Context: an optimization exercise on an open-source flow, tuned for small area and a short achievable clock period. The choices shown serve that exercise and are no tape-out recipe.
Where RTL was checked, it was by simulation tests only, not by an equivalence proof against the original.
Power and IR drop assume default switching activity.

==> flow/design.v (excerpt) <==
module MyMain( R, G, B,Vsync, Hsync,Display0, Display1, Display2, Display3, kyClk, kyData, clk,kd, c0, c1, c2, c3, rst);
output[3:0] R, G, B;
output Vsync, Hsync;
input kyClk, kyData, clk;
input rst;  
output[7:0] kd;
wire[7:0] KeyData;
output[ 6:0 ] Display0, Display1, Display2,Display3;
wire[3:0] curnum0, curnum1, curnum2, curnum3;
output[3:0] c0, c1, c2, c3;
assign kd = KeyData;
assign c0 = curnum0;
assign c1 = curnum1;
assign c2 = curnum2;
assign c3 = curnum3;
SegmentDriver SegmD1(Display1, curnum1);
SegmentDriver SegmD2(Display2, curnum2);
SegmentDriver SegmD3(Display3, curnum3);
Keyboard KBD(KeyData, kyClk, kyData, clk, rst);
VGADriver VGAD( R, G, B, Vsync, Hsync, clk, curnum0, curnum1, curnum2, curnum3, Display0, KeyData, rst);
endmodule
export LEC_CHECK = 0
export CAP_MARGIN = 20
export CORE_MARGIN = 2
export CORE_UTILIZATION = 65
export CTS_BUF_LIST = sky130_fd_sc_hd__clkbuf_8
export CTS_CLUSTER_DIAMETER = 100
export CTS_CLUSTER_SIZE = 40
export PLACE_DENSITY = 0.8
export SLEW_MARGIN = 20
export TNS_END_PERCENT = 5
create_clock -name core_clock -period 125.0 [get_ports {clk}]
standard.sh (not shown) runs the stock make flow with config.mk's settings and CLKGATE_MAP_FILE= SYNTH_SCRIPT=/design/flow/synth_recipe.tcl, a recipe that flattens the netlist after the stock synthesis.
==> flow/flow/run.sh <==
#!/bin/bash
# Layout flow: the standard layout (standard.sh: the standard synthesis,
# floorplan, power grid, placement, clock tree and routing) with three
# settings of its own, passed to ORFS through the environment:
#  - the ports are buffered with a plain buffer (buf_2) instead of the delay
#    cell that port buffering picks by default;
#  - timing repair is asked for a setup margin of 98.9 ns, so that it also
#    works on the paths from the inputs and to the outputs, which the 125 ns
#    clock otherwise leaves with a large slack;
#  - the clock tree is built without dummy loads.
# The whole output of the flow goes to standard.log here, and ORFS writes each
# step's log under orfs/logs.
set -o pipefail
export BUFFER_PORTS_ARGS="-buffer_cell sky130_fd_sc_hd__buf_2"
export SETUP_SLACK_MARGIN=98.9
export CTS_ARGS="-sink_clustering_enable -repair_clock_nets -dont_use_dummy_load -sink_clustering_size 40 -sink_clustering_max_diameter 100 -buf_list sky130_fd_sc_hd__clkbuf_8"
bash standard.sh 2>&1 | tee standard.log
The starting point went through all stages and came out clean.
Rerun with:
--- a/flow/design.v
+++ b/flow/design.v
@@ -67,28 +67,27 @@
 				tempdata[element] <= kyd_r;
 			if (last) begin
 				gotStart <= 1'b0;
 				if (gs)
 					keyup <= ku_s;
 			end else
 				gotStart <= gs;
 		end
 	end
 end
 endmodule
-module VGADriver(R, G, B, Vsync, Hsync, sysclk, curnum0, curnum1, curnum2, curnum3, Seg0, KeyData, rst);
+module VGADriver(R, G, B, Vsync, Hsync, sysclk, curnum0, curnum1, curnum2, curnum3, KeyData, rst);
 input sysclk, rst;
 input [7:0] KeyData;
 output reg [3:0] curnum0;
 output [3:0] curnum1, curnum2, curnum3;
-output reg [6:0] Seg0;       
 output reg [3:0] R, G;
 output [3:0] B;
 reg [1:0] Bq;                
 assign B = {Bq[1], Bq[1], Bq[0], Bq[0]};
 output reg Vsync, Hsync;
 reg        iclk;
 reg [9:0]  HC;
 reg [9:0]  VC;
 reg [1:0]  dx, dy;           
 reg [9:0]  XT;
 reg [8:0]  YT;
@@ -269,34 +268,32 @@
 wire [9:0] X4 = add({5'd0, X3}, step(run ? sx : 2'b00), 1'b0);
 wire [8:0] Y4 = add({6'd0, Y3}, step(run ? sy : 2'b00), 1'b0);
 wire wtick = tickd && win && !win_end;       
 wire xcarry = wtick && (XT == 10'd1023);
 wire [9:0] XT4 = add({5'd0, XT3}, step(run ? tx : {wtick, 1'b0}), 1'b0);
 wire [8:0] YT4 = add({6'd0, YT3}, step(run ? ty : {xcarry, 1'b0}), 1'b0);
 wire hwrap = !iclk && (HC >= 10'd836);
 wire [9:0] HC4 = (rst || hwrap) ? {9'd18, !rst} : add({5'd0, HC}, 15'd0, !iclk);
 wire [9:0] VC4 = (rst || hwrap && (VC >= 10'd556)) ? 10'd32 : add({5'd0, VC}, 15'd0, hwrap);
 wire [5:0] A4 = rst ? 6'd0 : add({9'd0, A_inc}, 15'd0, run);
 wire goal = run && Gl;
-wire [3:0] CN3 = (wend || goal && curnum0 == 4'd9) ? 4'd0 : add({11'd0, curnum0}, 15'd0, goal);
-wire [3:0] CN4 = rst ? 4'd0 : CN3;
+wire [3:0] CN4 = (rst || wend || goal && curnum0 == 4'd9) ? 4'd0 : add({11'd0, curnum0}, 15'd0, goal);
 always @(posedge sysclk) begin
 	XB <= rst ? 10'd308 : X4;
 	YB <= rst ? 9'd332 : Y4;
 	XT <= rst ? 10'd340 : XT4;
 	YT <= rst ? 9'd445 : YT4;
 	HC <= HC4;
 	VC <= VC4;
 	A_inc <= A4;
 	curnum0 <= CN4;
-	Seg0 <= rst ? 7'b1000000 : seg7(CN3);      
 end
 function win29;
 	input [4:0] v;       
 	win29 = (v >= 1) && (v <= 29);
 endfunction
 wire [9:0]  Hb = add({5'd0, HC}, ~{5'd0, X4}, 1'b1);    
 wire [9:0]  Vb = add({5'd0, VC}, ~{6'd0, Y4}, 1'b1);    
 wire [9:0]  Hp = add({5'd0, HC}, ~{5'd0, XT4}, 1'b1);   
 wire [9:0]  Vp = add({5'd0, VC}, ~{6'd0, YT4}, 1'b1);   
 wire ball_x = (Hb[9:5] == 5'b00001) && win29(Hb[4:0]) && (X4 != 10'd3);
 wire ball_y = (Vb[9:5] == 5'b00000) && win29(Vb[4:0]) && (Y4 != 9'd31);
@@ -330,23 +327,23 @@
 				dyb <= cdyb;
 				if (Gl) begin
 					if (curnum0 == 4'd9)
 						c1 <= 1'b1;
 				end
 			end else if (win_end) begin
 				dx <= 0;
 				dy <= 0;
 				dyb <= 0;
 				dxb <= 2'b10;
 				c1 <= 0;
-			end
+					end
 		end
 	end
 end
 always @(posedge sysclk) begin
 	if (rst) begin
 		Hsync <= 0; Vsync <= 0;
 		R <= 0; G <= 0; Bq <= 0;
 	end else if (!iclk) begin
 		Hsync <= !(HC > 691 && HC < 788);
 		Vsync <= !((HC >= 10'd836) ? (VC == 10'd522) : (VC == 10'd523));
 		if (!draw) begin
@@ -378,17 +375,18 @@
 input rst;  
 output[7:0] kd;
 wire[7:0] KeyData;
 output[ 6:0 ] Display0, Display1, Display2,Display3;
 wire[3:0] curnum0, curnum1, curnum2, curnum3;
 output[3:0] c0, c1, c2, c3;
 assign kd = KeyData;
 assign c0 = curnum0;
 assign c1 = curnum1;
 assign c2 = curnum2;
 assign c3 = curnum3;
+SegmentDriver SegmD0(Display0, curnum0);
 SegmentDriver SegmD1(Display1, curnum1);
 SegmentDriver SegmD2(Display2, curnum2);
 SegmentDriver SegmD3(Display3, curnum3);
 Keyboard KBD(KeyData, kyClk, kyData, clk, rst);
-VGADriver VGAD( R, G, B, Vsync, Hsync, clk, curnum0, curnum1, curnum2, curnum3, Display0, KeyData, rst);
+VGADriver VGAD( R, G, B, Vsync, Hsync, clk, curnum0, curnum1, curnum2, curnum3, KeyData, rst);
 endmodule
Outcome:
- The changed run produced a clean layout
- power rose by well over a third
- die area went up slightly
- wire length went up by a few percent
- setup slack degrades by 0.047 ns
- hold slack degrades by 0.010 ns
- synthesized area rises slightly
- combinational power came out higher to 3.6 times its value
- register-to-register slack is worse by 0.98 ns
- flip-flop and latch count is unchanged
- clock skew decreases by 0.0053 ns
- core utilization climbs by 0.79 points
- via count came out higher slightly
- cell area rises slightly
- global-route usage climbs by 0.47 points
Function not checked in the second run of this note: the RTL went through the layout flow alone.

---

Another version of the RTL of MyMain (not shown whole).
Size in the first run: ~1500 cells after synthesis, ~160 flip-flops, ~70 I/O pins.
clock: 125.0 ns
lec_check: 0
cap_margin: 20
core_margin: 2
core_utilization: 65
cts_buf_list: sky130_fd_sc_hd__clkbuf_8
cts_cluster_diameter: 100
cts_cluster_size: 40
place_density: 0.8
slew_margin: 20
==> flow/flow/run.sh <==
#!/bin/bash
set -o pipefail
export BUFFER_PORTS_ARGS="-buffer_cell sky130_fd_sc_hd__buf_2"
export SETUP_SLACK_MARGIN=98.9
export CTS_ARGS="-sink_clustering_enable -repair_clock_nets -dont_use_dummy_load -sink_clustering_size 40 -sink_clustering_max_diameter 100 -buf_list sky130_fd_sc_hd__clkbuf_8"
bash standard.sh 2>&1 | tee standard.log
==> next run, changes <==
--- a/flow/design.v
+++ b/flow/design.v
@@ -92,19 +92,18 @@
 reg [1:0]  dx, dy;           
 reg [9:0]  XT;
 reg [8:0]  YT;
 reg [5:0]  A_inc;            
 reg [1:0]  dxb, dyb;         
 reg [9:0]  XB;
 reg [8:0]  YB;
 reg        c1;               
 reg [8:0]  LG;
-reg [14:0] dcnt;             
 assign curnum1 = {3'b000, c1};
 assign curnum2 = 4'd0;
 assign curnum3 = 4'd0;
 wire win = c1 & curnum0[1];
 function [14:0] add;
 	input [14:0] x;
 	input [14:0] y;
 	input ci;
 	integer i;
@@ -233,31 +232,33 @@
 		cdyb = 2'b00;
 	end
 end
 wire pmove = (A_inc == 6'd63);
 wire bmove = (A_inc[1:0] == 2'd3);
 wire [1:0] sx = bmove ? cdxb : 2'b00;        
 wire [1:0] sy = bmove ? cdyb : 2'b00;
 wire [1:0] tx = pmove ? dx3 : 2'b00;         
 wire [1:0] ty = pmove ? dy3 : 2'b00;
-wire win_end = (dcnt == 15'd3020);
+wire win_end = (YT == 9'd464) && (XT == 10'd885);    
 wire tickd = !iclk && draw;
 wire run = tickd && !win;
 wire wend = tickd && win && win_end;
 wire [9:0] X3 = (wend || run && (P || Gl)) ? 10'd308 : XB;
 wire [8:0] Y3 = (run && P) ? 9'd432 : (wend || run && Gl) ? 9'd332 : YB;
 wire [9:0] XT3 = (wend || run && Gl) ? 10'd340 : XT;
 wire [8:0] YT3 = (wend || run && Gl) ? 9'd445 : YT;
 wire [8:0] LG3 = (run && Gl) ? add({6'd0, LG}, 15'd25, 1'b0) : LG;
 wire [9:0] X4 = add({5'd0, X3}, step(run ? sx : 2'b00), 1'b0);
 wire [8:0] Y4 = add({6'd0, Y3}, step(run ? sy : 2'b00), 1'b0);
-wire [9:0] XT4 = add({5'd0, XT3}, step(run ? tx : 2'b00), 1'b0);
-wire [8:0] YT4 = add({6'd0, YT3}, step(run ? ty : 2'b00), 1'b0);
+wire wtick = tickd && win && !win_end;       
+wire xcarry = wtick && (XT == 10'd1023);
+wire [9:0] XT4 = add({5'd0, XT3}, step(run ? tx : {wtick, 1'b0}), 1'b0);
+wire [8:0] YT4 = add({6'd0, YT3}, step(run ? ty : {xcarry, 1'b0}), 1'b0);
 wire hwrap = !iclk && (HC >= 10'd836);
 wire [9:0] HC4 = (rst || hwrap) ? {9'd18, !rst} : add({5'd0, HC}, 15'd0, !iclk);
 wire [9:0] VC4 = (rst || hwrap && (VC >= 10'd556)) ? 10'd32 : add({5'd0, VC}, 15'd0, hwrap);
 wire [5:0] A4 = rst ? 6'd0 : add({9'd0, A_inc}, 15'd0, run);
 wire [8:0] LG4 = (rst || wend) ? 9'd37 : LG3;
 wire goal = run && Gl;
 wire [3:0] CN4 = (rst || wend || goal && curnum0 == 4'd9) ? 4'd0 : add({11'd0, curnum0}, 15'd0, goal);
 always @(posedge sysclk) begin
 	XB <= rst ? 10'd308 : X4;
@@ -296,43 +297,40 @@
 end
 always @(posedge sysclk) begin
 	if (rst) begin
 		dx <= 0;
 		dy <= 0;
 		dxb <= 2'b10;
 		dyb <= 0;
 		c1 <= 0;
 		Seg0 <= 7'b1000000;
-		dcnt <= 0;
 	end else if (!iclk) begin
 		if (draw) begin
 			if (!win) begin
 				dx <= dx3;
 				dy <= dy3;
 				dxb <= cdxb;
 				dyb <= cdyb;
 				if (Gl) begin
 					if (curnum0 == 4'd9) begin
 						Seg0 <= seg7(4'd0);
 						c1 <= 1'b1;
 					end else
 						Seg0 <= seg7(add({11'd0, curnum0}, 15'd0, 1'b1));
 				end
 			end else if (win_end) begin
-				dcnt <= 0;
 				dx <= 0;
 				dy <= 0;
 				dyb <= 0;
 				dxb <= 2'b10;
 				c1 <= 0;
 				Seg0 <= 7'b1000000;
-			end else
-				dcnt <= {dcnt[13:0], ~(dcnt[14] ^ dcnt[13])};
+			end
 		end
 	end
 end
 always @(posedge sysclk) begin
 	if (rst) begin
 		Hsync <= 0; Vsync <= 0;
 		R <= 0; G <= 0; Bq <= 0;
 	end else if (!iclk) begin
 		Hsync <= !(HC > 691 && HC < 788);
Effect: The new run completed with no timing, DRC or antenna violations; sequential cell count goes down by 15; synthesized cell count goes down by 3.1%; count of clock-buffer cells in the layout does not change; utilization goes up by 0.77 points; cell count goes down by 3.7%.
Function not checked in the second run of this note: the RTL went through the layout flow alone.

---

lane 5:
Starting RTL as in the previous note.
Settings: LEC_CHECK=0, CAP_MARGIN=20, CORE_MARGIN=2, CORE_UTILIZATION=65, CTS_BUF_LIST=sky130_fd_sc_hd__clkbuf_8, CTS_CLUSTER_DIAMETER=100, CTS_CLUSTER_SIZE=40, PLACE_DENSITY=0.8, SLEW_MARGIN=20; clock period 125.0 ns.
==> flow/flow/run.sh <==
#!/bin/bash
# The standard layout (the standard.sh, unchanged synthesis, floorplan,
# power grid, placement, clock tree and routing), with two settings of its
# own: the ports are buffered with a plain buffer, and timing repair is asked
# for a setup margin, so that it works on the paths from the inputs and to
# the outputs too, which the 125 ns clock leaves with a large slack.
set -o pipefail
export BUFFER_PORTS_ARGS="-buffer_cell sky130_fd_sc_hd__buf_2"
export SETUP_SLACK_MARGIN=98.9
bash standard.sh 2>&1 | tee standard.log
--- input diff lane 5..lane 3 ---
--- a/flow/design.v
+++ b/flow/design.v
@@ -235,61 +235,64 @@
 end
 wire pmove = (A_inc == 6'd63);
 wire bmove = (A_inc[1:0] == 2'd3);
 wire [1:0] sx = bmove ? cdxb : 2'b00;        
 wire [1:0] sy = bmove ? cdyb : 2'b00;
 wire [1:0] tx = pmove ? dx3 : 2'b00;         
 wire [1:0] ty = pmove ? dy3 : 2'b00;
 wire win_end = (dcnt == 15'd3020);
 wire tickd = !iclk && draw;
 wire run = tickd && !win;
 wire wend = tickd && win && win_end;
-wire [9:0] X3 = (wend || run && (P || Gl)) ? 10'd308 : XB;
-wire [8:0] Y3 = (run && P) ? 9'd432 : (wend || run && Gl) ? 9'd332 : YB;
-wire [9:0] XT3 = (wend || run && Gl) ? 10'd340 : XT;
-wire [8:0] YT3 = (wend || run && Gl) ? 9'd445 : YT;
+wire rs = rst || wend;                       
+wire runs = run && !rst;
+wire [9:0] X3 = (rs || run && (P || Gl)) ? 10'd308 : XB;
+wire [8:0] Y3 = (runs && P) ? 9'd432 : (rs || run && Gl) ? 9'd332 : YB;
+wire [9:0] XT3 = (rs || run && Gl) ? 10'd340 : XT;
+wire [8:0] YT3 = (rs || run && Gl) ? 9'd445 : YT;
 wire [8:0] LG3 = (run && Gl) ? add({6'd0, LG}, 15'd25, 1'b0) : LG;
-wire [9:0] X4 = add({5'd0, X3}, step(run ? sx : 2'b00), 1'b0);
-wire [8:0] Y4 = add({6'd0, Y3}, step(run ? sy : 2'b00), 1'b0);
-wire [9:0] XT4 = add({5'd0, XT3}, step(run ? tx : 2'b00), 1'b0);
-wire [8:0] YT4 = add({6'd0, YT3}, step(run ? ty : 2'b00), 1'b0);
+wire [9:0] X4 = add({5'd0, X3}, step(runs ? sx : 2'b00), 1'b0);
+wire [8:0] Y4 = add({6'd0, Y3}, step(runs ? sy : 2'b00), 1'b0);
+wire [9:0] XT4 = add({5'd0, XT3}, step(runs ? tx : 2'b00), 1'b0);
+wire [8:0] YT4 = add({6'd0, YT3}, step(runs ? ty : 2'b00), 1'b0);
 wire hwrap = !iclk && (HC >= 10'd836);
 wire [9:0] HC4 = (rst || hwrap) ? {9'd18, !rst} : add({5'd0, HC}, 15'd0, !iclk);
 wire [9:0] VC4 = (rst || hwrap && (VC >= 10'd556)) ? 10'd32 : add({5'd0, VC}, 15'd0, hwrap);
 wire [5:0] A4 = rst ? 6'd0 : add({9'd0, A_inc}, 15'd0, run);
-wire [8:0] LG4 = (rst || wend) ? 9'd37 : LG3;
+wire [8:0] LG4 = rs ? 9'd37 : LG3;
 wire goal = run && Gl;
-wire [3:0] CN4 = (rst || wend || goal && curnum0 == 4'd9) ? 4'd0 : add({11'd0, curnum0}, 15'd0, goal);
+wire [3:0] CN4 = (rs || goal && curnum0 == 4'd9) ? 4'd0 : add({11'd0, curnum0}, 15'd0, goal);
 always @(posedge sysclk) begin
-	XB <= rst ? 10'd308 : X4;
-	YB <= rst ? 9'd332 : Y4;
-	XT <= rst ? 10'd340 : XT4;
-	YT <= rst ? 9'd445 : YT4;
+	XB <= X4;
+	YB <= Y4;
+	XT <= XT4;
+	YT <= YT4;
 	HC <= HC4;
 	VC <= VC4;
 	A_inc <= A4;
 	LG <= LG4;
 	curnum0 <= CN4;
 end
-function win29;
+function win30;
+	input [1:0] s;
 	input [4:0] v;       
-	win29 = (v >= 1) && (v <= 29);
+	win30 = sel(s, (v <= 28), (v >= 1) && (v <= 29), (v >= 2) && (v <= 30));
 endfunction
-wire [9:0]  Hb = add({5'd0, HC}, ~{5'd0, X4}, 1'b1);    
-wire [9:0]  Vb = add({5'd0, VC}, ~{6'd0, Y4}, 1'b1);    
-wire [9:0]  Hp = add({5'd0, HC}, ~{5'd0, XT4}, 1'b1);   
-wire [9:0]  Vp = add({5'd0, VC}, ~{6'd0, YT4}, 1'b1);   
-wire ball_x = (Hb[9:5] == 5'b00001) && win29(Hb[4:0]) && (X4 != 10'd3);
-wire ball_y = (Vb[9:5] == 5'b00000) && win29(Vb[4:0]) && (Y4 != 9'd31);
-wire pad_x = (Hp[9:5] == 5'b00000) && win29(Hp[4:0]);
-wire pad_y = (Vp[9:5] == 5'b00001) && win29(Vp[4:0]);
+wire [9:0]  Hb = add({5'd0, HC}, ~{5'd0, X3}, 1'b1);    
+wire [9:0]  Vb = add({5'd0, VC}, ~{6'd0, Y3}, 1'b1);    
+wire [9:0]  Hp = add({5'd0, HC}, ~{5'd0, XT3}, 1'b1);   
+wire [9:0]  Vp = add({5'd0, VC}, ~{6'd0, YT3}, 1'b1);   
+wire ball_x = (Hb[9:5] == 5'b00001) && win30(sx, Hb[4:0]) && !(X3 == 10'd4 && sx == 2'b11);
+wire ball_y = (Vb[9:5] == 5'b00000) && win30(sy, Vb[4:0]) && !(Y3 == 9'd32 && sy == 2'b11);
+wire pad_x = (Hp[9:5] == 5'b00000) && win30(tx, Hp[4:0]);
+wire pad_y = (Vp[9:5] == 5'b00001) && win30(ty, Vp[4:0]);
 wire center_on = (VC > 212) && (VC < 232) && (HC > 256) && (HC < 456);
 wire [9:0] Hl = add({5'd0, HC}, ~{6'd0, LG3}, 1'b1);    
 wire [9:0] Hr = add({5'd0, HC}, {6'd0, LG3}, 1'b0);     
 wire post_h = (Hl[9:6] == 4'b0000 && Hl[5:0] <= 8) || (Hr[9:6] == 4'b1011 && Hr[5:0] <= 8);
 wire post_on = (VC > 32) && (VC < 62) && post_h;
 wire border_on = (HC < 41) || (HC > 671) || (VC < 37) || (VC > 507);
 always @(posedge sysclk) begin
 	if (rst)
 		iclk <= 1'b0;
 	else
 		iclk <= ~iclk;
### Flow results
- Lane 3: no failed stages, no open violations at the end
- Compared with lane 5, in lane 3 layout filler cell count has decreased; measured slew at the worst slew-check pin has increased; count of cell instances traversed by the critical path has increased; worst setup slack has decreased.
- On length of routed wiring on met1, the lower figure sits with lane 5, not lane 3.
- Comparing lane 3 and lane 5, worst hold slack is higher on lane 3.
- Count of input and output buffers delta (lane 3 -> lane 5): insignificant
- Floorplan check, lane 3 vs lane 5: die outline smaller in lane 3
- Going from lane 5 to lane 3, number of search-and-repair iterations in the first detailed-routing pass shrinks by 3.
- Lane 3 vs lane 5: final cell area excluding filler cells up
- Relative to lane 5, share of final-layout standard cells stronger than drive strength 1 has increased by 6.6 points in lane 3.
- Relative to lane 5, total area of multi-input combinational cells has increased by 200 µm² in lane 3.
- In the reports for lane 3 and lane 5, the larger simple logic cell fraction of the synthesized area belongs to lane 5.
Only the layout flow was run in lane 3; the RTL was not checked for function there.

[static timing again, ports no longer ideal]
How much do the figures lean on ideal ports? The routed layouts below were timed once more, with nothing changed but the port constraints. Step 1 assumes that a clkbuf_16 drives the clock port and a buf_2 every other input. Step 2 adds t to the input delays and takes it off the output delays; t is the mean of the earliest and latest rising clock arrival at the registers after step 1. Input paths then give back, and output paths get back, about the clock's delay inside the block. Slacks: ideal ports / drivers / drivers and shift; pairs: ideal ports / drivers.
run | t (ns) | setup WS [ns] | worst setup path after step 2 | latest minus earliest clock arrival (ns) | slew at the worst register clock pin (ns)
the first run of note 1 | 0.485 | 98.862 / 98.826 / 98.423 | input to register | 0.035 / 0.035 | 0.08 / 0.08
the second run of note 1 | 0.472 | 98.815 / 98.828 / 98.362 | input to register | 0.029 / 0.029 | 0.08 / 0.08
the first run of note 2 | 0.506 | 98.960 / 98.918 / 98.568 | input to register | 0.034 / 0.033 | 0.10 / 0.10
the second run of note 2 | 0.482 | 98.941 / 98.902 / 98.654 | input to register | 0.037 / 0.037 | 0.09 / 0.09
lane 5 | 0.520 | 98.942 / 98.901 / 98.554 | input to register | 0.015 / 0.015 | 0.09 / 0.09
lane 3 | 0.517 | 95.107 / 95.106 / 94.589 | input to register | 0.017 / 0.016 | 0.10 / 0.10
After both steps every run listed still meets setup and hold. For lane 3, which loses most, drivers alone change the setup slack by -0.001 ns; drivers and shift together by -0.518 ns.
